Source: an optimization exercise on an open RTL-to-GDS flow (aim: small area). Production flows keep margins and buffers that such runs may drop. In this exercise RTL edits were held to simulation tests only and were not proved equivalent to the original. Power is estimated from default activity; no workload was simulated.

File: run.sh
#!/bin/bash
# synth_recipe.tcl (not shown) runs the flow's synth.tcl, then flattens the netlist and writes it again
# the make line also repeats each setting of config.mk as NAME=value (left out here)
make -C /OpenROAD-flow-scripts/flow DESIGN_CONFIG=/design/flow/config.mk WORK_HOME=/design/flow/orfs CLKGATE_MAP_FILE= SYNTH_SCRIPT=/design/flow/synth_recipe.tcl finish
File: config.mk
export PLATFORM = sky130hd
export DESIGN_NAME = my_fifo
export DESIGN_NICKNAME = my_fifo
export VERILOG_FILES = /design/flow/design.v
export SDC_FILE = /design/flow/constraint.sdc
export NUM_CORES = 4
export LEC_CHECK = 0
export CAP_MARGIN = 20
export CORE_MARGIN = 2
export CORE_UTILIZATION = 40
export SLEW_MARGIN = 20
File: constraint.sdc
create_clock -name core_clock -period 5.0 [get_ports {clk}]
set_input_delay 1.0000 -clock core_clock [delete_from_list [all_inputs] [get_ports {clk}]]
set_output_delay 1.0000 -clock core_clock [all_outputs]
set_load 0.01 [all_outputs]
File: design.v
module my_fifo #(
                   parameter DATA_W           = 128      ,         
                   parameter DEPTH            = 5      ,         
                   parameter UPP_TH           = 4      ,         
                   parameter LOW_TH           = 2                
                )
                (
                   input                   clk         ,         
                   input                   rstn        ,         
                   input                   i_wren      ,         
                   input  [DATA_W - 1 : 0] i_wrdata    ,         
                   output                  o_alm_full  ,         
                   output                  o_full      ,         
                   input                   i_rden      ,         
                   output [DATA_W - 1 : 0] o_rddata    ,         
                   output                  o_alm_empty ,         
                   output                  o_empty               
                );
logic [DATA_W - 1        : 0] data_rg [DEPTH] ;         
logic [$clog2(DEPTH) - 1 : 0] wrptr_rg        ;         
logic [$clog2(DEPTH) - 1 : 0] rdptr_rg        ;         
logic [$clog2(DEPTH)     : 0] dcount_rg       ;         
logic                         wren_s          ;         
logic                         rden_s          ;         
logic                         full_s          ;         
logic                         empty_s         ;         
always @ (posedge clk) begin
   if (!rstn) begin      
      for (int i = 0; i < DEPTH; i++) data_rg[i] <= '0 ;
      wrptr_rg  <= 0              ;
      rdptr_rg  <= 0              ;      
      dcount_rg <= 0              ;
   end
   else begin   
      if (wren_s) begin                          
         data_rg [wrptr_rg] <= i_wrdata ;         
         if (wrptr_rg == DEPTH - 1) begin
            wrptr_rg <= 0               ;         
         end
         else begin
            wrptr_rg <= wrptr_rg + 1    ;         
         end
      end
      if (rden_s) begin         
         if (rdptr_rg == DEPTH - 1) begin
            rdptr_rg <= 0               ;         
         end
         else begin
            rdptr_rg <= rdptr_rg + 1    ;         
         end
      end
      if (wren_s && !rden_s) begin                
         dcount_rg <= dcount_rg + 1 ;
      end                    
      else if (!wren_s && rden_s) begin           
         dcount_rg <= dcount_rg - 1 ;         
      end
   end
end
assign full_s      = (dcount_rg == DEPTH) ? 1'b1 : 0                ; 
assign empty_s     = (dcount_rg == 0    ) ? 1'b1 : 0                ;
assign wren_s      = i_wren & !full_s                               ;  
assign rden_s      = i_rden & !empty_s                              ;
assign o_full      = full_s                           ;
assign o_empty     = empty_s                                        ;
assign o_alm_full  = ((dcount_rg > UPP_TH) ? 1'b1 : 0)              ;
assign o_alm_empty = (dcount_rg < LOW_TH) ? 1'b1 : 0                ;  
assign o_rddata    = data_rg [rdptr_rg]                             ;   
endmodule
==> metrics.cfg, run 1 <==
[status]
status=no timing/DRC/antenna violations

[sta]
timing.fmax_mhz=232
fin_crit_ns=4.31
max_slew.worst_pin.slew_ns=1.00
timing.final.ws_setup_ns=0.691
tns_ns=0
rsz0062_at_grt=no
min_period_over_period_pct=86.2
slew_headroom_pct=33.0
hold_viol=0
finalMaxSlewViolations=0
setup-violations-final=0
skew_ns=0.0272

[cts]
cts-root-buf=clkbuf_16
cts.sinks=1037
ctsHoldBuffers=0
insertion_delay_ns=0.70
cts_made_buffers=108
cts.clk_slew.worst_paths_ns=0.06
max-clock-path-buffers=3
htree_levels=3
cts_tree=yes
post-cts-setup-buffer-count=0
cts_resized=0

[final_layout]
final_area_mm2=0.0511
final_cell_mix=1024 x edfxtp_1, 387 x nor2_1, 263 x clkdlybuf4s50_1
nFillCells=8983
layout_commonest_cell=edfxtp_1
area_growth_pct=18.3
layoutNonFillerInstCount=4183
nNetsFinal=2828
layout-drive-gt1-share_pct=21.9

[placed_design]
pre_cts_slack_ns=1.27
gp_congestion=0.710
dpl.cell_count=3981
dpl.hpwl_um=53100
dpl_cell_area_mm2=0.0476
port_buffers=263

[critical_path]
reg2reg_to=data_rg[4][53]
crit_slowest_cell=dfxtp_4
cp_top_family=multiplexers
cp_data_required_time_ns=4.00
reg2reg_from=wrptr_rg[0]
worstSetupPathDepth=4
crit_path_end_kind=output pin
rrSetupSlack_ns=2.32
crit_path_start_kind=register
crit_chain=buf_12 > mux4_2 > mux2_2 > clkdlybuf4s50_1
crit_buf_inv=2
arrival_ns=3.31
rr_worst_depth=4
endpoint=o_rddata[14]
slowest_delay_ns=0.86
path_class=register to output pin
cp_max_fo=30

[pwr]
p_per_area_mw_per_mm2=433
peakVddDrop_mv=0.270
leakage_nw=17.2
total_power_w=0.0221

[floorplanning]
die_x_um=333
fp.coreArea_mm2=0.107
die_area_mm2=0.111
io_pins=264
rows=120
start_util_pct=40.3
die_y_um=333

[synthesis]
avgSynthCellArea_um2=17.8
synth_mux_area_share_pct=16.7
yosys_most_used_dff=edfxtp_1
synth_seq_cells=1037
syn_nets=2564
synth-adder-area-share_pct=0.249
synth-edff-count=1024
synthDistinctLibCells=38
synthCells=2424
synth_compound_area_share_pct=0.284
synth_top_family_by_area=multiplexers
yosysWarnings=1
synthArstFlopShare_pct=0
ys_seq_area_share_pct=71.8
synth-xor-area-share_pct=0.0406
syn-cell-area_mm2=0.0432
yosys.area_share.simple_pct=8.72

[drt]
detail_route.wl_per_cell_um=25.5
dr.pass1.iters=5
viasPerCell=5.41
routed.top_layer=met5
routed_wl_um=107000
met1_length_um=44900
wl_met2_um=53300
vias=22633
drc=0
met3WireLength_um=6340
drt_iter0_drc=1819
postRouteAntennaNets=0

[global_route]
antenna_found_initial=12
grt_use_total_pct=19.4
grt_overflow=0
grt_pass1_wl_um=158000
grt_pass1_vias=24773
grt_max_degree=129

[run]
drv_cap=0

[min_path]
min_path_type=register to register

[power breakdown]
group | switching (W) | total, W | internal, W
combinational | 0.00194 | 0.00418 | 0.00224
clock | 0.00329 | 0.00783 | 0.00454
sequential | 0.000205 | 0.0101 | 0.00992
total | 0.00544 | 0.0221 | 0.0167
[worst register-to-register path, delay by kind of cell, from the launching register on]
family | cells | cell delay (ns)
buf+inv | 2 | 1.56
flops | 1 | 0.52
simple gates | 2 | 0.45
[metal layers]
layer	up-vias	global-route usage, %
li1	9797	-
met1	11955	26.0
met2	732	32.5
met3	133	3.41
met4	16	5.31
met5	-	0
[stage by stage]
| step | hold slack, ns | utilization [%] |
|---|---|---|
| CTS | 0.546 | 47.7 |
| finish | 0.537 | 47.7 |
| global route | 0.566 | 47.7 |
| global placement | 0.487 | 44.5 |
| detailed placement | 0.526 | 44.5 |
| floorplan | 0.480 | - |
[how the worst min path moves through the flow]
stage | from | end | slack (ns) | cells past startpoint
finish | rdptr_rg[1] | rdptr_rg[1] | 0.54 | 2
global route | rdptr_rg[1] | rdptr_rg[1] | 0.57 | 2
CTS | rdptr_rg[1] | rdptr_rg[1] | 0.55 | 2
detailed placement | rdptr_rg[1] | register | 0.53 | 2
global placement | rdptr_rg[1] | register | 0.49 | 2
floorplan | rdptr_rg[1] | register | 0.48 | 2
[flip-flops by register name, summed over array words and instances (netlist names), named ones only]
register   flops
rdptr_rg       3
wrptr_rg       3
dcount_rg      4
data_rg     1024
[kinds of logic (layout without fill, tap and decap cells)]
group	count (synthesis)	in the layout
and+or+nand+nor	805	805
DFF	1037	1037
other	0	4
muxes	386	386
AOI/OAI and AO/OA	19	19
adders and majority gates	8	8
buffers and inverters	167	519
xor gates and xnor gates	2	2
[layout make-up]
| class | count | area, µm² | share of cell area (%) |
|---|---|---|---|
| clock inverters | 70 | 661 | 1.29 |
| well taps | 1403 | 1760 | 3.44 |
| repair buffers | 313 | 3450 | 6.75 |
| inverters | 8 | 32.5 | 0.0637 |
| multi-input cells | 1220 | 11300 | 22.2 |
| flip-flops and latches | 1037 | 31000 | 60.7 |
| clock buffers | 128 | 2820 | 5.52 |
| diodes | 4 | 10.0 | 0.0196 |
[Yosys cell counts (all sizes together) (2+ instances only)]
cell type / number / area share [%]
inv: 8 / 0.070
edfxtp: 1024 / 71
nand4: 2 / 0.064
mux2i: 2 / 0.046
ha: 7 / 0.20
nand3: 4 / 0.058
a21boi: 4 / 0.070
nor3: 4 / 0.070
and2: 258 / 3.7
mux2: 128 / 3.3
buf: 80 / 1.3
a21oi: 3 / 0.035
xnor2: 2 / 0.041
nor2b: 2 / 0.029
clkbuf: 79 / 0.75
mux4: 256 / 13
nor2: 388 / 3.4
or3: 2 / 0.052
a211oi: 2 / 0.035
nand2b: 4 / 0.058
dfxtp: 13 / 0.60
o21ai: 8 / 0.093
nand2: 137 / 1.2
==> run 2: changes to the inputs <==
==> design.v (replaced) <==
module my_fifo #(
                   parameter DATA_W           = 128      ,         
                   parameter DEPTH            = 5      ,         
                   parameter UPP_TH           = 4      ,         
                   parameter LOW_TH           = 2                
                )
                (
                   input                   clk         ,         
                   input                   rstn        ,         
                   input                   i_wren      ,         
                   input  [DATA_W - 1 : 0] i_wrdata    ,         
                   output                  o_alm_full  ,         
                   output                  o_full      ,         
                   input                   i_rden      ,         
                   output [DATA_W - 1 : 0] o_rddata    ,         
                   output                  o_alm_empty ,         
                   output                  o_empty               
                );
logic [DATA_W - 1 : 0] data_rg [DEPTH] ;         
logic [DEPTH - 1  : 0] wrptr_rg        ;         
logic [DEPTH - 1  : 0] rdptr_rg        ;         
logic [$clog2(DEPTH) : 0] dcount_rg    ;         
logic wren_s, rden_s, full_s, empty_s;
assign full_s  = (dcount_rg == DEPTH);
assign empty_s = (dcount_rg == 0);
assign wren_s  = i_wren & !full_s;
assign rden_s  = i_rden & !empty_s;
always @ (posedge clk) begin
   for (int i = 0; i < DEPTH; i++)
      if (wren_s && wrptr_rg[i]) data_rg[i] <= i_wrdata;
end
always @ (posedge clk) begin
   if (!rstn) begin
      wrptr_rg  <= 1;
      rdptr_rg  <= 1;
      dcount_rg <= 0;
   end
   else begin
      if (wren_s) wrptr_rg <= {wrptr_rg[DEPTH-2:0], wrptr_rg[DEPTH-1]};
      if (rden_s) rdptr_rg <= {rdptr_rg[DEPTH-2:0], rdptr_rg[DEPTH-1]};
      if (wren_s && !rden_s)      dcount_rg <= dcount_rg + 1;
      else if (!wren_s && rden_s) dcount_rg <= dcount_rg - 1;
   end
end
assign o_full      = full_s;
assign o_empty     = empty_s;
assign o_alm_full  = (dcount_rg > UPP_TH);
assign o_alm_empty = (dcount_rg < LOW_TH);
logic [DATA_W - 1 : 0] rddata_s;
always_comb begin
   rddata_s = '0;
   for (int i = 0; i < DEPTH; i++)
      rddata_s = rddata_s | (data_rg[i] & {DATA_W{rdptr_rg[i]}});
end
assign o_rddata = rddata_s;
endmodule
==> metrics.cfg, run 2 <==
[status]
status=no timing/DRC/antenna violations

[synthesis]
yosys.area.top_type=edfxtp_1
synthCells=1165
syn-cell-area_mm2=0.0230
avgSynthCellArea_um2=19.7
yosysWarnings=2
synth-edff-count=640
yosysMostFrequentCell=edfxtp_1
syn_nets=1301
synthArstFlopShare_pct=0
synthTopCellsByArea=edfxtp_1 84%, a222oi_1 5.6%, a22oi_1 4.2%
ys_seq_area_share_pct=85.0
synth_top_area_share_pct=83.7
synth_common_cells=640 x edfxtp_1, 132 x nand2_1, 128 x a222oi_1, 128 x a22oi_1, 53 x clkbuf_1
synth_seq_cells=654
yosys_most_used_dff=edfxtp_1
synthDistinctLibCells=31

[global_route]
antenna_found_initial=6
grt_pass1_vias=12592
grt_pass1_wl_um=78600
grt_max_degree=130
grt_use_total_pct=17.5
grt_overflow=0

[min_path]
min_path_type=register to register

[drt]
drc=0
dr.pass1.iters=6
detail_route.wl_per_cell_um=23.4
vias=12330
viasPerCell=5.48
drt_iter0_drc=1381
routed_wl_um=52600
postRouteAntennaNets=0

[critical_path]
endpoint=o_rddata[34]
rrSetupSlack_ns=2.25
cp_data_required_time_ns=4.00
reg2reg_from=dcount_rg[1]
arrival_ns=2.99
rr_worst_depth=4
crit_path_start_kind=register
cp-startpoint=rdptr_rg[0]
cp_max_fo=73
crit_path_end_kind=output pin
reg2reg_to=data_rg[2][79]
path_class=register to output pin

[cts]
cts_made_buffers=68
cts_tree=yes
cts.sinks=654
ctsHoldBuffers=0
insertion_delay_ns=0.59
htree_levels=3
cts-root-buf=clkbuf_16
cts_resized=0
max-clock-path-buffers=3
post-cts-setup-buffer-count=0
cts.clk_slew.worst_paths_ns=0.06

[pwr]
p_int_w=0.0102
switching_share_pct=25.0
seq_power_share_pct=47.5
peakVddDrop_mv=0.345
power_frac_comb_pct=17.7
leakage_nw=9.19
p_per_area_mw_per_mm2=478
pwr-share-clk_pct=34.8
switchingPower_w=0.00341

[final_layout]
multi_input_area_mm2=0.00313
final_cell_mix=640 x edfxtp_1, 263 x clkdlybuf4s50_1, 132 x nand2_1
largestRegisters=data_rg (640), rdptr_rg (5), wrptr_rg (5)
ff_latch_area_mm2=0.0195
largest_reg_flops=640
final_util_pct=50.5
layout-drive-gt1-share_pct=8.11
nFillCells=4659
regMostFlops=data_rg
layout_commonest_cell=edfxtp_1
area_growth_pct=24.5
nNetsFinal=1577

[sta]
timing.fmax_mhz=251
tns_ns=0
rsz0062_at_grt=no
finalMaxSlewViolations=0
hold_viol=0
max_slew.worst_pin.slew_ns=1.07
min_period_over_period_pct=79.8
timing.final.ws_setup_ns=1.01
fin_crit_ns=3.99
skew_ns=0.0116
setup-violations-final=0
slew_headroom_pct=28.7

[placed_design]
gp_congestion=0.688
port_buffers=263
pre_cts_slack_ns=1.52
dpl.hpwl_um=27800

[floorplanning]
die_x_um=244
die_area_mm2=0.0593
fp.coreArea_mm2=0.0566
start_util_pct=40.5
rows=87
die_y_um=244
io_pins=264

[run]
drv_cap=0

[run 2: cell type report]
type,count,area share [%]
clock buffer,87,6.28
inverter,1,0.0131
timing repair buffer,280,10.1
tap,756,3.31
multi-input combinational,436,11.0
sequential,654,68.3
antenna,2,0.0175
clock inverter,34,1.01
[run 2: critical path, cell delays in order, from the launching register on]
cell and delay, ns:
dfxtp_4 1.03, buf_12 0.40, a222oi_1 0.18, nand2_1 0.19, clkdlybuf4s50_1 0.56
[run 2: kinds of logic (layout without fill, tap and decap cells)]
kind of cell / count (synthesis) / count (layout) / share of synthesized area [%]
DFF: 654 / 654 / 85.0
AOI/OAI and AO/OA: 265 / 265 / 10.0
and+or+nand+nor: 157 / 157 / 2.93
buffers and inverters: 75 / 402 / 1.42
muxes: 8 / 8 / 0.349
adders and majority gates: 4 / 4 / 0.251
xor gates and xnor gates: 2 / 2 / 0.0763
other: 0 / 2 / 0
[run 2: worst min-delay path by stage]
stage | startpoint | to | slack, ns | cells after the start
after floorplan | wrptr_rg[0] | wrptr_rg[0] | 0.44 | 2
after global placement | wrptr_rg[0] | wrptr_rg[0] | 0.46 | 2
after detailed placement | wrptr_rg[0] | wrptr_rg[0] | 0.48 | 2
after CTS | wrptr_rg[0] | wrptr_rg[0] | 0.49 | 2
after global routing | wrptr_rg[0] | wrptr_rg[0] | 0.51 | 2
final | wrptr_rg[0] | wrptr_rg[0] | 0.49 | 2
[run 2: power groups by stage]
stage                     combinational (W)  clock (W)  sequential [W]
after floorplan                     0.00119          0         0.00644
after global placement              0.00245          0         0.00659
after detailed placement            0.00245          0         0.00660
after CTS                           0.00247    0.00488         0.00649
after global routing                0.00261    0.00511         0.00651
final                               0.00242    0.00476         0.00648
[run 2: metal layers]
metal,vias up,GRT usage (%),wire [µm]
met3,63,4.08,3780
met1,6329,23.2,21900
met4,8,5.56,960
met2,428,28.5,26000
met5,-,0,52
li1,5502,-,-
[run 2: per-stage QoR]
stage | total power (W) | hold WS [ns] | instance area (µm²) | instances
floorplan | 0.00764 | 0.442 | 23000 | 1165
global placement | 0.00903 | 0.456 | 26500 | 2127
detailed placement | 0.00905 | 0.478 | 26500 | 2127
CTS | 0.0138 | 0.491 | 28600 | 2248
global route | 0.0142 | 0.513 | 28600 | 2250
finish | 0.0137 | 0.487 | 28600 | 2250
==> run 3: changes to the inputs <==
==> flow/run.sh (new file) <==
#!/bin/bash
# Standard ORFS layout with two changes that only save cell area:
#  - port buffers use the smallest buffer (buf_1) instead of the flow's default pick;
#  - CTS uses clkbuf_8 in clusters of up to 16 registers and no dummy loads.
set -euo pipefail
cd "$(dirname "$0")/.."
export BUFFER_PORTS_ARGS="-buffer_cell sky130_fd_sc_hd__buf_1"
export CTS_ARGS="-sink_clustering_enable -repair_clock_nets -dont_use_dummy_load -sink_clustering_size 16 -sink_clustering_max_diameter 60 -buf_list sky130_fd_sc_hd__clkbuf_8"
bash standard.sh finish > standard_flow.log 2>&1
==> standard.sh (new file) <==
#!/bin/bash
# synth_recipe.tcl (not shown) runs the flow's synth.tcl, then flattens the netlist and writes it again
# the make line also repeats each setting of config.mk as NAME=value (left out here)
make -C /OpenROAD-flow-scripts/flow DESIGN_CONFIG=/design/flow/config.mk WORK_HOME=/design/flow/orfs CLKGATE_MAP_FILE= SYNTH_SCRIPT=/design/flow/synth_recipe.tcl "${@:-finish}"
removed: run.sh
==> metrics.cfg, run 3 <==
[status]
status=no timing/DRC/antenna violations

[sta]
slew_headroom_pct=40.6
fin_crit_ns=3.62
min_period_over_period_pct=72.4
hold_viol=0
timing.fmax_mhz=276
max_slew.worst_pin.slew_ns=0.891
skew_ns=0.0350
setup-violations-final=0
finalMaxSlewViolations=0
rsz0062_at_grt=no
tns_ns=0

[critical_path]
arrival_ns=2.62
cp_data_required_time_ns=4.00
crit_path_start_kind=register
crit_slowest_cell=dfxtp_4
cp_top_family=flip-flops
slowest_delay_ns=0.84
cp_max_fo=57
crit_path_end_kind=output pin
cp-startpoint=rdptr_rg[0]
crit_buf_inv=2
path_class=register to output pin
crit_chain=buf_4 > a222oi_1 > nand2_1 > buf_1
reg2reg_from=dcount_rg[1]

[cts]
cts_resized=0
cts-root-buf=clkbuf_8
cts.clk_slew.worst_paths_ns=0.08
insertion_delay_ns=0.65
htree_levels=2
cts.sinks=654
max-clock-path-buffers=3
cts_made_buffers=50
post-cts-setup-buffer-count=0
ctsHoldBuffers=0
cts_tree=yes

[floorplanning]
rows=87
die_y_um=244
io_pins=264
start_util_pct=40.5
die_area_mm2=0.0593
die_x_um=244
fp.coreArea_mm2=0.0566

[drt]
routed_wl_um=49700
viasPerCell=5.52
drt_iter0_drc=1346
dr.pass1.iters=8
drc=0
detail_route.wl_per_cell_um=22.8
postRouteAntennaNets=0
vias=12037

[synthesis]
synth-edff-count=640
synth_top_area_share_pct=83.7
synthDistinctLibCells=31
synthArstFlopShare_pct=0
synthTopCellsByArea=edfxtp_1 84%, a222oi_1 5.6%, a22oi_1 4.2%
ys_seq_area_share_pct=85.0
avgSynthCellArea_um2=19.7
synth_top_family_by_area=compound AO/OA/AOI/OAI gates
yosysMostFrequentCell=edfxtp_1
synth_seq_cells=654
yosys.area_share.simple_pct=2.93
yosysWarnings=2
synthCells=1165
syn_nets=1301
synth_compound_area_share_pct=10.0
synth_common_cells=640 x edfxtp_1, 132 x nand2_1, 128 x a222oi_1, 128 x a22oi_1, 53 x clkbuf_1
yosys_most_used_dff=edfxtp_1
yosys.area.top_type=edfxtp_1
synth-adder-area-share_pct=0.251
synth-xor-area-share_pct=0.0763
synth_mux_area_share_pct=0.349
syn-cell-area_mm2=0.0230

[final_layout]
largestRegisters=data_rg (640), rdptr_rg (5), wrptr_rg (5)
area_growth_pct=11.2
largest_reg_flops=640
layout_commonest_cell=edfxtp_1
final_cell_mix=640 x edfxtp_1, 263 x buf_1, 132 x nand2_1
layoutNonFillerInstCount=2181
regMostFlops=data_rg
nNetsFinal=1558
layout-drive-gt1-share_pct=5.49
nFillCells=4904

[global_route]
grt_busiest_layer=met2
grt_pass1_wl_um=74500
grt_use_total_pct=16.4
antenna_found_initial=8
grt_pass1_vias=12215
grt_use_met2_pct=27.2
gr-usage-met3_pct=3.91
grt_overflow=0
grt_max_degree=130
grt_use_met1_pct=21.8

[pwr]
total_power_w=0.0107
p_int_w=0.00781
pwr-share-clk_pct=22.7
leakage_nw=7.81
seq_power_share_pct=60.5
switchingPower_w=0.00291
power_frac_comb_pct=16.8
peakVddDrop_mv=0.249
switching_share_pct=27.2
p_per_area_mw_per_mm2=420

[placed_design]
dpl.hpwl_um=27000
port_buffers=263
gp_congestion=0.713
dpl.cell_count=2126

[run]
drv_cap=0

[min_path]
hold_path.startpoint=wrptr_rg[0]
min_path_type=register to register

run 3: power by group through the flow:
stage | clock, W | sequential, W | combinational (W)
4_1_cts | 0.00254 | 0.00649 | 0.00185
5_1_grt | 0.00273 | 0.00652 | 0.00199
3_5_place_dp | 0 | 0.00662 | 0.00185
6_report | 0.00243 | 0.00649 | 0.00180
3_3_place_gp | 0 | 0.00661 | 0.00183
2_1_floorplan | 0 | 0.00644 | 0.00119
run 3: kinds of logic (layout without fill, tap and decap cells):
group                      Yosys count  count (layout)
xor gates and xnor gates             2               2
adders and majority gates            4               4
muxes                                8               8
other                                0               5
AOI/OAI and AO/OA                  265             265
DFF                                654             654
and+or+nand+nor                    157             157
buffers and inverters               75             330
run 3: worst register-to-register path: cells and delay by family, from the launching register on:
family | cells | cell delay, ns
buffers and inverters | 1 | 0.57
and+or+nand+nor | 3 | 1.24
DFF | 1 | 0.48
run 3: cell type report:
| class | instances | area (µm²) | area share [%] |
|---|---|---|---|
| diodes | 5 | 12.5 | 0.0490 |
| clock buffers | 50 | 688 | 2.70 |
| inverters | 1 | 3.75 | 0.0147 |
| multi-input cells | 436 | 3130 | 12.3 |
| flip-flops and latches | 654 | 19500 | 76.5 |
| well taps | 756 | 946 | 3.71 |
| repair buffers | 279 | 1220 | 4.78 |
run 3: path summary, 6_finish.rpt:
check                                       to  slack [ns]  depth (start not counted)
worst max-delay path              o_rddata[49]        1.38                          4
worst min-delay path               wrptr_rg[0]        0.48                          2
worst max register to register  data_rg[2][89]        2.21                          4
worst min register to register     wrptr_rg[0]        0.48                          2
run 3: per-stage QoR:
stage	setup WS [ns]	hold WS, ns	utilization [%]	instance area, µm²
final	1.38	0.481	45.1	25500
after global routing	1.22	0.534	45.1	25500
after CTS	1.32	0.485	45.1	25500
after detailed placement	1.85	0.463	43.8	24800
after global placement	1.88	0.464	43.8	24800
after floorplan	0.264	0.442	-	23000
run 3: layer usage:
| metal | wire, µm | up-vias |
|---|---|---|
| met4 | 993 | 10 |
| met1 | 20700 | 6142 |
| li1 | - | 5393 |
| met2 | 24500 | 412 |
| met3 | 3500 | 80 |
| met5 | 57 | - |
==> run 4: changes to the inputs <==
--- a/design.v
+++ b/design.v
@@ -18,15 +18,38 @@
                 );
-logic [DATA_W - 1 : 0] data_rg [DEPTH] ;         
-logic [DEPTH - 1  : 0] wrptr_rg        ;         
-logic [DEPTH - 1  : 0] rdptr_rg        ;         
-logic [$clog2(DEPTH) : 0] dcount_rg    ;         
-logic wren_s, rden_s, full_s, empty_s;
+localparam SLOTS = DEPTH - 1;
+logic [DATA_W - 1 : 0] head_rg        ;         
+logic [DATA_W - 1 : 0] slot_rg [SLOTS];         
+logic [SLOTS - 1  : 0] wrptr_rg       ;         
+logic [SLOTS - 1  : 0] rdptr_rg       ;         
+logic [$clog2(DEPTH) : 0] dcount_rg   ;         
+logic wren_s, rden_s, full_s, empty_s, one_s, many_s;
 assign full_s  = (dcount_rg == DEPTH);
 assign empty_s = (dcount_rg == 0);
+assign one_s   = (dcount_rg == 1);
+assign many_s  = !empty_s && !one_s;            
 assign wren_s  = i_wren & !full_s;
 assign rden_s  = i_rden & !empty_s;
+logic              head_wr_s, head_hold_s;
+logic [SLOTS-1:0]  head_slot_s;
+assign head_wr_s   = empty_s | (one_s & i_rden);
+assign head_hold_s = !empty_s & !i_rden;
+assign head_slot_s = {SLOTS{many_s & i_rden}} & rdptr_rg;
+logic [DATA_W - 1 : 0] head_nx_s, head_a_n, head_b_n;
+my_fifo_sel3n #(.W(DATA_W)) u_head_sel_a (
+   .s ({head_slot_s[0], head_wr_s, head_hold_s}),
+   .d0 (head_rg), .d1 (i_wrdata), .d2 (slot_rg[0]), .o_n (head_a_n)
+);
+my_fifo_sel3n #(.W(DATA_W)) u_head_sel_b (
+   .s (head_slot_s[3:1]),
+   .d0 (slot_rg[1]), .d1 (slot_rg[2]), .d2 (slot_rg[3]), .o_n (head_b_n)
+);
+assign head_nx_s = ~(head_a_n & head_b_n);
+always @ (posedge clk) head_rg <= head_nx_s;
 always @ (posedge clk) begin
-   for (int i = 0; i < DEPTH; i++)
-      if (wren_s && wrptr_rg[i]) data_rg[i] <= i_wrdata;
+   for (int i = 0; i < SLOTS; i++)
+      if (wrptr_rg[i] && !full_s) slot_rg[i] <= i_wrdata;
 end
+logic slot_wr_s, slot_rd_s;
+assign slot_wr_s = wren_s & (many_s | (one_s & !i_rden));
+assign slot_rd_s = i_rden & many_s;
 always @ (posedge clk) begin
@@ -38,4 +61,4 @@
    else begin
-      if (wren_s) wrptr_rg <= {wrptr_rg[DEPTH-2:0], wrptr_rg[DEPTH-1]};
-      if (rden_s) rdptr_rg <= {rdptr_rg[DEPTH-2:0], rdptr_rg[DEPTH-1]};
+      if (slot_wr_s) wrptr_rg <= {wrptr_rg[SLOTS-2:0], wrptr_rg[SLOTS-1]};
+      if (slot_rd_s) rdptr_rg <= {rdptr_rg[SLOTS-2:0], rdptr_rg[SLOTS-1]};
       if (wren_s && !rden_s)      dcount_rg <= dcount_rg + 1;
@@ -48,9 +71,10 @@
 assign o_alm_empty = (dcount_rg < LOW_TH);
-logic [DATA_W - 1 : 0] rddata_s;
-always_comb begin
-   rddata_s = '0;
-   for (int i = 0; i < DEPTH; i++)
-      rddata_s = rddata_s | (data_rg[i] & {DATA_W{rdptr_rg[i]}});
-end
-assign o_rddata = rddata_s;
+assign o_rddata    = head_rg;
 endmodule
+module my_fifo_sel3n #(parameter W = 1) (
+   input  [2:0]     s,
+   input  [W - 1:0] d0, d1, d2,
+   output [W - 1:0] o_n
+);
+assign o_n = ~(({W{s[0]}} & d0) | ({W{s[1]}} & d1) | ({W{s[2]}} & d2));
+endmodule
--- a/config.mk
+++ b/config.mk
@@ -11 +11,2 @@
 export SLEW_MARGIN = 20
+export SYNTH_HIERARCHICAL = 1
==> metrics.cfg, run 4 <==
[status]
status=no timing/DRC/antenna violations

[sta]
tns_ns=0
fin_crit_ns=2.95
hold_viol=0
rsz0062_at_grt=no
finalMaxSlewViolations=0
timing.fmax_mhz=339
max_slew.worst_pin.slew_ns=0.987
setup-violations-final=0
skew_ns=0.0672
min_period_over_period_pct=59.0
slew_headroom_pct=33.8
timing.final.ws_setup_ns=2.05
hold_ws_ns=0.410

[final_layout]
regMostFlops=slot_rg
layout-drive-gt1-share_pct=5.70
antenna_cells=0
final_cell_mix=512 x edfxtp_1, 263 x buf_1, 256 x a222oi_1
largestRegisters=slot_rg (512), head_rg (128)
area_growth_pct=9.45
final_area_mm2=0.0246
layout_commonest_cell=edfxtp_1
largest_reg_flops=512
nNetsFinal=1577

[floorplanning]
die_y_um=241
fp.coreArea_mm2=0.0553
die_x_um=241
io_pins=264
start_util_pct=40.6
die_area_mm2=0.0581
rows=86

[global_route]
grt_max_degree=129
antenna_found_initial=4
grt_pass1_vias=12907
grt_use_total_pct=17.5
grt_overflow=0
grt_pass1_wl_um=77500

[cts]
cts_made_buffers=51
ctsHoldBuffers=0
cts.clk_slew.worst_paths_ns=0.09
htree_levels=2
cts.sinks=652
post-cts-setup-buffer-count=0
insertion_delay_ns=0.66
cts-root-buf=clkbuf_8
cts_tree=yes
max-clock-path-buffers=3
cts_resized=0

[synthesis]
yosys_most_used_dff=edfxtp_1
synthCells=1193
yosys.area.top_type=edfxtp_1
yosysMostFrequentCell=edfxtp_1
syn-cell-area_mm2=0.0225
synthTopCellsByArea=edfxtp_1 68%, dfxtp_1 12%, a222oi_1 11%
syn_nets=1330
synth_seq_cells=652
synthDistinctLibCells=30
synth_top_area_share_pct=68.4
avgSynthCellArea_um2=18.8
yosysWarnings=9
ys_seq_area_share_pct=80.9
synth_common_cells=512 x edfxtp_1, 256 x a222oi_1, 140 x dfxtp_1, 134 x nand2_1, 57 x buf_6
synth-edff-count=512
synthArstFlopShare_pct=0

[min_path]
hold_path.startpoint=slot_rg[0][50]
min_path_type=register to register

[run]
drv_cap=0

[critical_path]
crit_path_end_kind=output pin
crit_chain=inv_1 > ha_1 > inv_1 > nor3_1 > buf_1
reg2reg_from=dcount_rg[0]
cp_common_cell=inv_1
path_class=register to output pin
crit_path_start_kind=register
cp_max_fo=6
slowest_delay_ns=0.39
cp-startpoint=dcount_rg[0]
cp_data_required_time_ns=4.00
arrival_ns=1.95
crit_slowest_cell=nor3_1

[placed_design]
dpl_cell_area_mm2=0.0239
pre_cts_slack_ns=2.02
gp_congestion=0.706
port_buffers=263
dpl.hpwl_um=26400

[pwr]
power_frac_comb_pct=28.8
p_int_w=0.00975
peakVddDrop_mv=0.670
seq_power_share_pct=54.3
leakage_nw=8.03
switchingPower_w=0.00501
p_per_area_mw_per_mm2=600
pwr-share-clk_pct=16.9
switching_share_pct=33.9

[drt]
drc=0
drt_iter0_drc=1903
postRouteAntennaNets=0
viasPerCell=5.75
routed_wl_um=52200
dr.pass1.iters=9
vias=12576
detail_route.wl_per_cell_um=23.9

[run 4: power groups by stage]
| stage | clock network [W] | registers, W | logic (W) |
|---|---|---|---|
| finish | 0.00250 | 0.00801 | 0.00426 |
| global route | 0.00277 | 0.00814 | 0.00466 |
| CTS | 0.00260 | 0.00801 | 0.00435 |
| detailed placement | 0 | 0.00813 | 0.00434 |
| global placement | 0 | 0.00806 | 0.00424 |
| floorplan | 0 | 0.00837 | 0.00276 |
[run 4: worst paths after layout]
kind	endpoint	slack (ns)	depth (start not counted)
setup / recovery	o_empty	2.05	5
hold / removal	head_rg[50]	0.41	2
setup reg to reg	head_rg[127]	2.17	7
hold reg to reg	head_rg[50]	0.41	2
[run 4: per-layer routing]
metal  share of wire (%)  wire length [µm]  vias to the layer above  track usage [%]
met5                0.10                52                        -                0
met4                 1.8               942                        8             4.08
met3                 9.6              5000                       78             5.12
met2                  48             25100                      541             28.9
met1                  41             21200                     6382             22.8
li1                    -                 -                     5567                -
[run 4: kinds of logic after synthesis]
kind of cell / count (synthesis) / synth area share [%]
flip-flops: 652 / 80.9
AO/OA/AOI/OAI: 270 / 11.9
AND/OR/NAND/NOR: 165 / 3.04
buffers and inverters: 96 / 3.66
adder cells (fa/ha/maj): 5 / 0.278
XOR/XNOR: 3 / 0.117
multiplexers: 2 / 0.0891
[run 4: per-stage QoR]
step	instances	utilization (%)	total power (W)
floorplan	1193	-	0.0111
global placement	2135	43.2	0.0123
detailed placement	2135	43.2	0.0125
CTS	2186	44.5	0.0150
global route	2186	44.5	0.0156
finish	2186	44.5	0.0148
[run 4: worst max-delay path, delay by kind of cell, from the launching register on]
kind / cells / cell delay [ns]
fa+ha+maj: 1 / 0.22
buf+inv: 3 / 0.38
simple gates: 1 / 0.39
flops: 1 / 0.36
[run 4: final cells by class]
| class | instances | area, µm² |
|---|---|---|
| flip-flops and latches | 652 | 18200 |
| inverters | 9 | 33.8 |
| multi-input cells | 445 | 3520 |
| repair buffers | 281 | 1220 |
| fillers | 4894 | 30700 |
| clock buffers | 51 | 702 |
| well taps | 748 | 936 |
==> run 5: changes to the inputs <==
--- a/design.v
+++ b/design.v
@@ -21,9 +21,13 @@
 logic [DATA_W - 1 : 0] slot_rg [SLOTS];         
-logic [SLOTS - 1  : 0] wrptr_rg       ;         
-logic [SLOTS - 1  : 0] rdptr_rg       ;         
-logic [$clog2(DEPTH) : 0] dcount_rg   ;         
+logic [1:0] wrptr_rg, rdptr_rg;                
+logic [SLOTS-1:0] wr_oh_s, rd_oh_s;
+assign wr_oh_s = {wrptr_rg[1] & wrptr_rg[0], wrptr_rg[1] & !wrptr_rg[0],
+                  !wrptr_rg[1] & wrptr_rg[0], !(wrptr_rg[1] | wrptr_rg[0])};
+assign rd_oh_s = {rdptr_rg[1] & rdptr_rg[0], rdptr_rg[1] & !rdptr_rg[0],
+                  !rdptr_rg[1] & rdptr_rg[0], !(rdptr_rg[1] | rdptr_rg[0])};
 logic wren_s, rden_s, full_s, empty_s, one_s, many_s;
-assign full_s  = (dcount_rg == DEPTH);
-assign empty_s = (dcount_rg == 0);
-assign one_s   = (dcount_rg == 1);
+logic [DEPTH:1] cnt_th_rg;                      
+assign full_s  = cnt_th_rg[DEPTH];
+assign empty_s = !cnt_th_rg[1];
+assign one_s   = cnt_th_rg[1] & !cnt_th_rg[2];
 assign many_s  = !empty_s && !one_s;            
@@ -35,3 +39,5 @@
 assign head_hold_s = !empty_s & !i_rden;
-assign head_slot_s = {SLOTS{many_s & i_rden}} & rdptr_rg;
+assign head_slot_s = {SLOTS{many_s & i_rden}} & rd_oh_s;
+logic [SLOTS-1:0] slot_en_s;
+assign slot_en_s = wr_oh_s & {SLOTS{!full_s}};
 logic [DATA_W - 1 : 0] head_nx_s, head_a_n, head_b_n;
@@ -49,4 +55,5 @@
    for (int i = 0; i < SLOTS; i++)
-      if (wrptr_rg[i] && !full_s) slot_rg[i] <= i_wrdata;
+      if (slot_en_s[i]) slot_rg[i] <= i_wrdata;
 end
+assign o_rddata = head_rg;
 logic slot_wr_s, slot_rd_s;
@@ -56,11 +63,11 @@
    if (!rstn) begin
-      wrptr_rg  <= 1;
-      rdptr_rg  <= 1;
-      dcount_rg <= 0;
+      wrptr_rg  <= 0;
+      rdptr_rg  <= 0;
+      cnt_th_rg <= 0;
    end
    else begin
-      if (slot_wr_s) wrptr_rg <= {wrptr_rg[SLOTS-2:0], wrptr_rg[SLOTS-1]};
-      if (slot_rd_s) rdptr_rg <= {rdptr_rg[SLOTS-2:0], rdptr_rg[SLOTS-1]};
-      if (wren_s && !rden_s)      dcount_rg <= dcount_rg + 1;
-      else if (!wren_s && rden_s) dcount_rg <= dcount_rg - 1;
+      if (slot_wr_s) wrptr_rg <= {wrptr_rg[0], !wrptr_rg[1]};
+      if (slot_rd_s) rdptr_rg <= {rdptr_rg[0], !rdptr_rg[1]};
+      if (wren_s && !rden_s)      cnt_th_rg <= {cnt_th_rg[DEPTH-1:1], 1'b1};
+      else if (!wren_s && rden_s) cnt_th_rg <= {1'b0, cnt_th_rg[DEPTH:2]};
    end
@@ -69,5 +76,4 @@
 assign o_empty     = empty_s;
-assign o_alm_full  = (dcount_rg > UPP_TH);
-assign o_alm_empty = (dcount_rg < LOW_TH);
-assign o_rddata    = head_rg;
+assign o_alm_full  = full_s;
+assign o_alm_empty = empty_s | one_s;
 endmodule
--- a/config.mk
+++ b/config.mk
@@ -9,3 +9,3 @@
 export CORE_MARGIN = 2
-export CORE_UTILIZATION = 40
+export CORE_UTILIZATION = 75
 export SLEW_MARGIN = 20
==> metrics.cfg, run 5 <==
[status]
status=no timing/DRC/antenna violations

[floorplanning]
start_util_pct=75.6
die_area_mm2=0.0310
fp.coreArea_mm2=0.0294
die_y_um=176
rows=63
io_pins=264
die_x_um=176

[critical_path]
worstSetupPathDepth=7
cp_max_fo=70
cp_top_family=buffers and inverters
crit_buf_inv=2
crit_path_start_kind=input pin
crit_slowest_cell=buf_4
arrival_ns=3.10
rr_worst_depth=6
path_class=input pin to register
crit_chain=buf_1 > nand3_2 > or2_4 > nor2_4 > buf_4 > a222oi_1 > nand2_1
crit_path_end_kind=register
cp_data_required_time_ns=5.50
slowest_delay_ns=0.72

[drt]
postRouteAntennaNets=0
viasPerCell=7.00
dr.pass1.iters=10
drc=0
detail_route.wl_per_cell_um=25.9
vias=12618
drt_iter0_drc=2272
routed_wl_um=46600

[final_layout]
layout_commonest_cell=edfxtp_1
largestRegisters=slot_rg (512), head_rg (128), cnt_th_rg (5)
layout-drive-gt1-share_pct=5.83
final_cell_mix=512 x edfxtp_1, 263 x buf_1, 256 x a222oi_1
largest_reg_flops=512
area_growth_pct=7.40
final_area_mm2=0.0239
nNetsFinal=1542
layoutNonFillerInstCount=1802
regMostFlops=slot_rg

[global_route]
grt_pass1_vias=12648
grt_overflow=0
grt_max_degree=129
grt_pass1_wl_um=70400
antenna_found_initial=7
grt_use_total_pct=29.7

[pwr]
p_int_w=0.00706
power_frac_comb_pct=6.0
switchingPower_w=0.00192
switching_share_pct=21.4
pwr-share-clk_pct=25.4
peakVddDrop_mv=0.325
leakage_nw=7.83
seq_power_share_pct=68.6
p_per_area_mw_per_mm2=376

[sta]
min_period_over_period_pct=51.9
fin_crit_ns=2.60
skew_ns=0.0483
setup-violations-final=0
finalMaxSlewViolations=0
slew_headroom_pct=37.3
timing.fmax_mhz=385
rsz0062_at_grt=no
hold_viol=0
timing.final.ws_setup_ns=2.40
max_slew.worst_pin.slew_ns=0.941

[synthesis]
yosys_most_used_dff=edfxtp_1
synthArstFlopShare_pct=0
synthTopCellsByArea=edfxtp_1 69%, dfxtp_1 12%, a222oi_1 12%
synthCells=1164
syn-cell-area_mm2=0.0222
synthDistinctLibCells=25
synth_seq_cells=649
synth_top_area_share_pct=69.1
avgSynthCellArea_um2=19.1
yosysMostFrequentCell=edfxtp_1
synth-edff-count=512
ys_seq_area_share_pct=81.5
yosysWarnings=9
syn_nets=1297
synth_common_cells=512 x edfxtp_1, 256 x a222oi_1, 137 x dfxtp_1, 134 x nand2_1, 56 x buf_6
yosys.area.top_type=edfxtp_1

[cts]
htree_levels=2
ctsHoldBuffers=0
insertion_delay_ns=0.59
cts.clk_slew.worst_paths_ns=0.09
cts.sinks=649
post-cts-setup-buffer-count=0
max-clock-path-buffers=3
cts_made_buffers=46
cts_resized=0
cts_tree=yes
cts-root-buf=clkbuf_8

[min_path]
min_delay_path_depth=2
min_path_type=register to register

[placed_design]
dpl_cell_area_mm2=0.0232
port_buffers=263
dpl.hpwl_um=25300
gp_congestion=0.775
pre_cts_slack_ns=1.89
dpl.cell_count=1751

[run]
drv_cap=0

==> run 5: worst register-to-register path: stages, from the launching register on <==
cell and delay (ns):
dfxtp_1 0.51, nand3_2 0.17, or2_4 0.30, nor2_4 0.22
buf_4 0.72, a222oi_1 0.33, nand2_1 0.14
==> run 5: routing by layer <==
metal	part of all wire [%]	up-vias	track usage, %	wire length [µm]
met2	49	815	47.3	22800
met5	0.088	-	0	41
met4	2.8	6	11.2	1300
met1	37	6221	41.7	17300
met3	11	88	5.84	5200
li1	-	5488	-	-
==> run 5: worst paths after layout <==
path / start / slack, ns / end
max: i_rden / 2.40 / head_rg[38]
max reg2reg: cnt_th_rg[2] / 2.53 / head_rg[38]
min reg2reg: slot_rg[3][20] / 0.44 / head_rg[20]
min: slot_rg[3][20] / 0.44 / head_rg[20]
==> run 5: power groups by stage <==
| stage | logic, W | registers (W) | clock network, W |
|---|---|---|---|
| global route | 0.000587 | 0.00619 | 0.00249 |
| floorplan | 0.000237 | 0.00633 | 0 |
| finish | 0.000541 | 0.00616 | 0.00228 |
| detailed placement | 0.000540 | 0.00628 | 0 |
| global placement | 0.000518 | 0.00627 | 0 |
| CTS | 0.000542 | 0.00616 | 0.00232 |
==> run 5: layout make-up <==
type	count	area, µm²
Antenna cell	5	12.5
Timing Repair Buffer	283	1210
Sequential cell	649	18100
Multi-Input combinational cell	425	3400
Clock buffer	46	633
Tap cell	390	488
Inverter	4	15.0
Fill cell	1520	5520
==> run 5: metrics by stage <==
stage	hold slack, ns	TNS (ns)	util [%]	total power [W]
6_report	0.437	0	81.2	0.00898
3_5_place_dp	0.442	0	79.0	0.00682
2_1_floorplan	0.431	-373.80	-	0.00657
3_3_place_gp	0.435	0	79.0	0.00678
4_1_cts	0.439	0	81.2	0.00902
5_1_grt	0.467	0	81.2	0.00927
==> run 5: cell families after synthesis <==
group | count (synthesis) | synth area share, %
AO/OA/AOI/OAI | 260 | 11.6
adder cells (fa/ha/maj) | 1 | 0.0563
buffers and inverters | 90 | 3.58
flip-flops | 649 | 81.5
multiplexers | 9 | 0.422
AND/OR/NAND/NOR | 155 | 2.82
==> run 6: changes to the inputs <==
==> flow/run.sh (replaced) <==
#!/bin/bash
# Standard ORFS layout with two changes that only save cell area:
#  - port buffers use the smallest buffer (buf_1) instead of the flow's default pick;
#  - CTS uses clkbuf_4 in clusters of up to 11 registers and no dummy loads.
set -euo pipefail
cd "$(dirname "$0")/.."
export BUFFER_PORTS_ARGS="-buffer_cell sky130_fd_sc_hd__buf_1"
export CTS_ARGS="-sink_clustering_enable -repair_clock_nets -dont_use_dummy_load -sink_clustering_size 11 -sink_clustering_max_diameter 60 -buf_list sky130_fd_sc_hd__clkbuf_4"
bash standard.sh finish > standard_flow.log 2>&1
--- a/config.mk
+++ b/config.mk
@@ -10,2 +10,3 @@
 export CORE_UTILIZATION = 75
+export PLACE_DENSITY = 0.9
 export SLEW_MARGIN = 20
==> metrics.cfg, run 6 <==
[synthesis]
synthTopCellsByArea=edfxtp_1 69%, dfxtp_1 12%, a222oi_1 12%
ys_seq_area_share_pct=81.5
avgSynthCellArea_um2=19.1
yosysMostFrequentCell=edfxtp_1
synthArstFlopShare_pct=0
synthDistinctLibCells=25
syn_nets=1297
synth_seq_cells=649
synthCells=1164
yosys.area.top_type=edfxtp_1
synth_common_cells=512 x edfxtp_1, 256 x a222oi_1, 137 x dfxtp_1, 134 x nand2_1, 56 x buf_6
yosysWarnings=9
syn-cell-area_mm2=0.0222
yosys_most_used_dff=edfxtp_1
synth_top_area_share_pct=69.1
synth-edff-count=512

[critical_path]
rrSetupSlack_ns=2.35
crit_slowest_cell=nor2_4
reg2reg_to=head_rg[46]
arrival_ns=3.15
crit_path_end_kind=register
reg2reg_from=cnt_th_rg[1]
crit_buf_inv=2
crit_path_start_kind=register
crit_chain=inv_1 > nor2_4 > a21oi_4 > buf_4 > a222oi_1 > nand2_1
cp_top_family=simple AND/OR/NAND/NOR gates
cp_max_fo=77
path_class=register to register
slowest_delay_ns=0.63
cp_data_required_time_ns=5.49
rr_worst_depth=6

[final_layout]
ff_latch_area_mm2=0.0181
layout_commonest_cell=edfxtp_1
largestRegisters=slot_rg (512), head_rg (128), cnt_th_rg (5)
multi_input_area_mm2=0.00340
nFillCells=1473
regMostFlops=slot_rg
largest_reg_flops=512
layout-drive-gt1-share_pct=7.21
nNetsFinal=1563
final_area_mm2=0.0237
area_growth_pct=6.66
final_util_pct=80.7
final_cell_mix=512 x edfxtp_1, 263 x buf_1, 256 x a222oi_1

[drt]
viasPerCell=7.17
detail_route.wl_per_cell_um=26.6
dr.pass1.iters=11
postRouteAntennaNets=0
routed_wl_um=48500
drc=0
vias=13078
drt_iter0_drc=2669

[placed_design]
dpl_cell_area_mm2=0.0232
port_buffers=263
gp_congestion=0.738
dpl.hpwl_um=27000

[sta]
timing.fmax_mhz=377
hold_ws_ns=0.400
fin_crit_ns=2.65
tns_ns=0
skew_ns=0.106
finalMaxSlewViolations=0
setup-violations-final=0
slew_headroom_pct=26.9
rsz0062_at_grt=no
max_slew.worst_pin.slew_ns=1.10
hold_viol=0
min_period_over_period_pct=53.0

[pwr]
leakage_nw=7.79
peakVddDrop_mv=0.256
p_per_area_mw_per_mm2=372

[status]
status=no timing/DRC/antenna violations

[global_route]
grt_overflow=0
grt_use_total_pct=30.8
grt_pass1_vias=13147
grt_pass1_wl_um=72700
grt_max_degree=79
antenna_found_initial=6

[run]
drv_cap=0

[cts]
max-clock-path-buffers=3
cts_made_buffers=68
ctsHoldBuffers=0
insertion_delay_ns=0.72
cts_resized=0
cts_tree=yes
cts.clk_slew.worst_paths_ns=0.12
cts.sinks=649
post-cts-setup-buffer-count=0
cts-root-buf=clkbuf_4
htree_levels=3

[floorplanning]
io_pins=264
rows=63
die_area_mm2=0.0310
die_y_um=176
start_util_pct=75.6
fp.coreArea_mm2=0.0294
die_x_um=176

[min_path]
hold_path.startpoint=slot_rg[3][96]
min_delay_path_depth=2
min_to=head_rg[96]
min_path_type=register to register

-- run 6: worst min-delay path, cell delays in order, from the launching register on --
cell,delay [ns]
edfxtp_1,0.34
a222oi_1,0.06
nand2_1,0.06
-- run 6: worst max path at each step --
stage	to	slack [ns]	startpoint	cells past startpoint
finish	head_rg[46]	2.35	cnt_th_rg[1]	6
global route	head_rg[46]	2.21	cnt_th_rg[1]	6
CTS	o_alm_full	2.40	cnt_th_rg[5]	1
detailed placement	head_rg[10]	1.93	i_rden	7
global placement	head_rg[49]	1.99	i_rden	7
floorplan	slot_rg[1][0]	-0.99	cnt_th_rg[5]	1
-- run 6: cell families after synthesis --
| kind of cell | share of synthesized area [%] |
|---|---|
| flip-flops | 81.5 |
| AO/OA/AOI/OAI | 11.6 |
| AND/OR/NAND/NOR | 2.82 |
| buffers and inverters | 3.58 |
| multiplexers | 0.422 |
| adder cells (fa/ha/maj) | 0.0563 |
-- run 6: area by class of cell --
cell class,instances,area share [%]
sequential,649,76.4
multi-input combinational,425,14.3
timing repair buffer,282,4.92
clock buffer,68,2.15
tap,390,2.06
inverter,4,0.0633
antenna,6,0.0633
-- run 6: stage by stage --
step                      setup WS, ns  cells  total power [W]
final                             2.35   1824          0.00882
after global routing              2.21   1822          0.00912
after floorplan                 -0.989   1164          0.00657
after CTS                         2.40   1818          0.00884
after detailed placement          1.93   1750          0.00683
after global placement            1.99   1750          0.00678
-- run 6: layer usage --
layer	up-vias	track usage, %	share of wire (%)
met2	1039	49.1	50
met5	-	0	0.027
met1	6366	43.3	35
met3	109	6.31	12
met4	2	11.2	2.9
li1	5562	-	-
-- run 6: where the power goes --
| part | total [W] | switching [W] | internal [W] |
|---|---|---|---|
| clock network | 0.00210 | 0.00147 | 0.000632 |
| registers | 0.00617 | 0.000112 | 0.00606 |
| logic | 0.000539 | 0.000368 | 0.000172 |
==> run 7: changes to the inputs <==
--- a/design.v
+++ b/design.v
@@ -28,7 +28,10 @@
 logic wren_s, rden_s, full_s, empty_s, one_s, many_s;
-logic [DEPTH:1] cnt_th_rg;                      
-assign full_s  = cnt_th_rg[DEPTH];
-assign empty_s = !cnt_th_rg[1];
-assign one_s   = cnt_th_rg[1] & !cnt_th_rg[2];
-assign many_s  = !empty_s && !one_s;            
+logic empty_rg, full_rg;
+logic ptr_eq_s, ptr_near_s;
+assign ptr_eq_s   = (wrptr_rg == rdptr_rg);                    
+assign ptr_near_s = ({wrptr_rg[0], !wrptr_rg[1]} == rdptr_rg);  
+assign full_s  = full_rg;
+assign empty_s = empty_rg;
+assign one_s   = !empty_rg & ptr_eq_s & !full_rg;
+assign many_s  = !ptr_eq_s | full_rg;
 assign wren_s  = i_wren & !full_s;
@@ -63,5 +66,6 @@
    if (!rstn) begin
-      wrptr_rg  <= 0;
-      rdptr_rg  <= 0;
-      cnt_th_rg <= 0;
+      wrptr_rg <= 0;
+      rdptr_rg <= 0;
+      empty_rg <= 1;
+      full_rg  <= 0;
    end
@@ -70,4 +74,4 @@
       if (slot_rd_s) rdptr_rg <= {rdptr_rg[0], !rdptr_rg[1]};
-      if (wren_s && !rden_s)      cnt_th_rg <= {cnt_th_rg[DEPTH-1:1], 1'b1};
-      else if (!wren_s && rden_s) cnt_th_rg <= {1'b0, cnt_th_rg[DEPTH:2]};
+      empty_rg <= empty_rg ? !i_wren : (one_s & i_rden & !i_wren);
+      full_rg  <= full_rg  ? !i_rden : (!empty_rg & ptr_near_s & i_wren & !i_rden);
    end
==> metrics.cfg, run 7 <==
[critical_path]
rr_worst_depth=6
crit_path_start_kind=register
endpoint=o_alm_empty
cp_data_required_time_ns=4.00
rrSetupSlack_ns=2.09
crit_path_end_kind=output pin
arrival_ns=2.08
cp-startpoint=wrptr_rg[1]
reg2reg_to=head_rg[50]
path_class=register to output pin
cp_max_fo=12
reg2reg_from=wrptr_rg[1]

[sta]
hold_ws_ns=0.421
slew_headroom_pct=23.1
finalMaxSlewViolations=0
setup-violations-final=0
hold_viol=0
fin_crit_ns=3.08
timing.fmax_mhz=325
min_period_over_period_pct=61.6
max_slew.worst_pin.slew_ns=1.15
tns_ns=0
skew_ns=0.0667
rsz0062_at_grt=no

[drt]
drt_iter0_drc=2737
detail_route.wl_per_cell_um=26.0
routed_wl_um=47400
viasPerCell=7.14
vias=13027
postRouteAntennaNets=0
met1_length_um=17200
drc=0
dr.pass1.iters=11
met3WireLength_um=6280
routed.top_layer=met5
wl_met2_um=22700

[placed_design]
gp_congestion=0.768
dpl_cell_area_mm2=0.0231
dpl.hpwl_um=25500
port_buffers=263
dpl.cell_count=1753

[global_route]
grt_pass1_wl_um=70800
grt_max_degree=130
grt_use_total_pct=30.0
grt_overflow=0
grt_pass1_vias=12740
antenna_found_initial=7

[floorplanning]
fp.coreArea_mm2=0.0294
start_util_pct=75.6
die_y_um=176
io_pins=264
rows=63
die_x_um=176
die_area_mm2=0.0310

[cts]
ctsHoldBuffers=0
cts_made_buffers=68
htree_levels=3
cts.clk_slew.worst_paths_ns=0.12
post-cts-setup-buffer-count=0
cts_resized=0
cts.sinks=646
insertion_delay_ns=0.71
cts_tree=yes
max-clock-path-buffers=3
cts-root-buf=clkbuf_4

[final_layout]
final_cell_mix=512 x edfxtp_1, 263 x buf_1, 256 x a222oi_1
nNetsFinal=1565
layout_commonest_cell=edfxtp_1
layoutNonFillerInstCount=1825
regMostFlops=slot_rg
final_area_mm2=0.0237
layout-drive-gt1-share_pct=6.78
largestRegisters=slot_rg (512), head_rg (128)
largest_reg_flops=512
nFillCells=1494
area_growth_pct=6.43

[synthesis]
synthDistinctLibCells=29
yosys.area.top_type=edfxtp_1
yosysWarnings=9
avgSynthCellArea_um2=19.0
yosys_most_used_dff=edfxtp_1
yosysMostFrequentCell=edfxtp_1
synth_seq_cells=646
synthTopCellsByArea=edfxtp_1 69%, dfxtp_1 12%, a222oi_1 12%
synth-edff-count=512
synthArstFlopShare_pct=0
syn-cell-area_mm2=0.0222
synth_top_area_share_pct=69.1
syn_nets=1305
synthCells=1173
ys_seq_area_share_pct=81.2
synth_common_cells=512 x edfxtp_1, 256 x a222oi_1, 134 x dfxtp_1, 132 x nand2_1, 60 x buf_6

[pwr]
total_power_w=0.00973
peakVddDrop_mv=0.281
leakage_nw=7.75
p_per_area_mw_per_mm2=411

[run]
drv_cap=0

[status]
status=no timing/DRC/antenna violations

[min_path]
min_path_type=register to register

run 7: worst min path at each step:
stage,to,slack (ns),start,cells past startpoint
2_1_floorplan,head_rg[0],0.43,slot_rg[3][0],2
3_3_place_gp,head_rg[61],0.43,slot_rg[3][61],2
3_5_place_dp,head_rg[66],0.44,slot_rg[3][66],2
4_1_cts,head_rg[16],0.41,slot_rg[3][16],2
5_1_grt,head_rg[16],0.44,slot_rg[3][16],2
6_report,head_rg[16],0.42,slot_rg[3][16],2
run 7: through the flow:
stage,worst slack (ns),utilization (%)
2_1_floorplan,0.00441,-
3_3_place_gp,1.98,78.7
3_5_place_dp,1.83,78.7
4_1_cts,1.89,80.5
5_1_grt,1.76,80.5
6_report,1.92,80.5
run 7: power by group:
group          total (W)  leakage [nW]  internal, W  switching, W
logic            0.00108          1.50     0.000327      0.000753
clock network    0.00207         0.313     0.000632       0.00144
registers        0.00659          5.93      0.00637      0.000218
run 7: cells by family after synthesis:
kind of cell    count (synthesis)  synth area share, %
xor+xnor                        4                0.158
flops                         646                 81.2
simple gates                  155                 2.87
compound gates                273                 12.0
buf+inv                        95                 3.82
run 7: layout make-up:
cell class | count | area (µm²) | share of cell area [%]
repair buffers | 280 | 1200 | 5.08
multi-input cells | 432 | 3370 | 14.3
flip-flops and latches | 646 | 18100 | 76.3
diodes | 4 | 10.0 | 0.0423
well taps | 390 | 488 | 2.06
inverters | 5 | 26.3 | 0.111
clock buffers | 68 | 510 | 2.16
run 7: worst max-delay path, stage by stage, from the launching register on:
cell,delay [ns]
dfxtp_1,0.69
xor2_1,0.23
nor3_1,0.09
or2_2,0.29
buf_1,0.13
run 7: metal layers:
| metal | track usage (%) | vias up |
|---|---|---|
| met5 | 0 | - |
| met4 | 9.33 | 4 |
| met3 | 7.32 | 102 |
| met2 | 46.8 | 1052 |
| met1 | 43.1 | 6304 |
| li1 | - | 5565 |

## static timing again, ports no longer ideal
How much do the figures lean on ideal ports? The routed layouts below were timed once more, with nothing changed but the port constraints. Step 1 sets driving cells, clkbuf_16 on the clock port and buf_2 on the other inputs (assumed; they add their load-dependent delay and slew). Step 2 moves the port delays by t, midway between the first and last clock arrival at a register: inputs arrive t later, outputs are due t later. That takes back most of the time a late clock gives input paths. a / b / c = ideal ports / drivers / drivers and shift; a / b = the first two.
run | t (ns) | setup WS [ns] | worst setup path after step 2 | pins driven straight from the clock port
run 1 | 0.753 | 0.691 / 0.623 / 1.307 | input to register | 1
run 2 | 0.641 | 1.012 / 0.955 / 1.530 | input to register | 1
run 3 | 0.682 | 1.382 / 1.329 / 1.898 | input to register | 1
run 4 | 0.670 | 2.049 / 2.000 / 2.033 | input to register | 1
run 5 | 0.617 | 2.404 / 2.431 / 1.814 | input to register | 1
run 6 | 0.714 | 2.348 / 2.348 / 1.812 | input to register | 1
run 7 | 0.720 | 1.921 / 1.872 / 1.764 | input to register | 1
After both steps setup and hold are still met in every run listed. The setup slack of run 5, which loses most, moves by +0.027 ns with the drivers and by -0.590 ns with both steps.
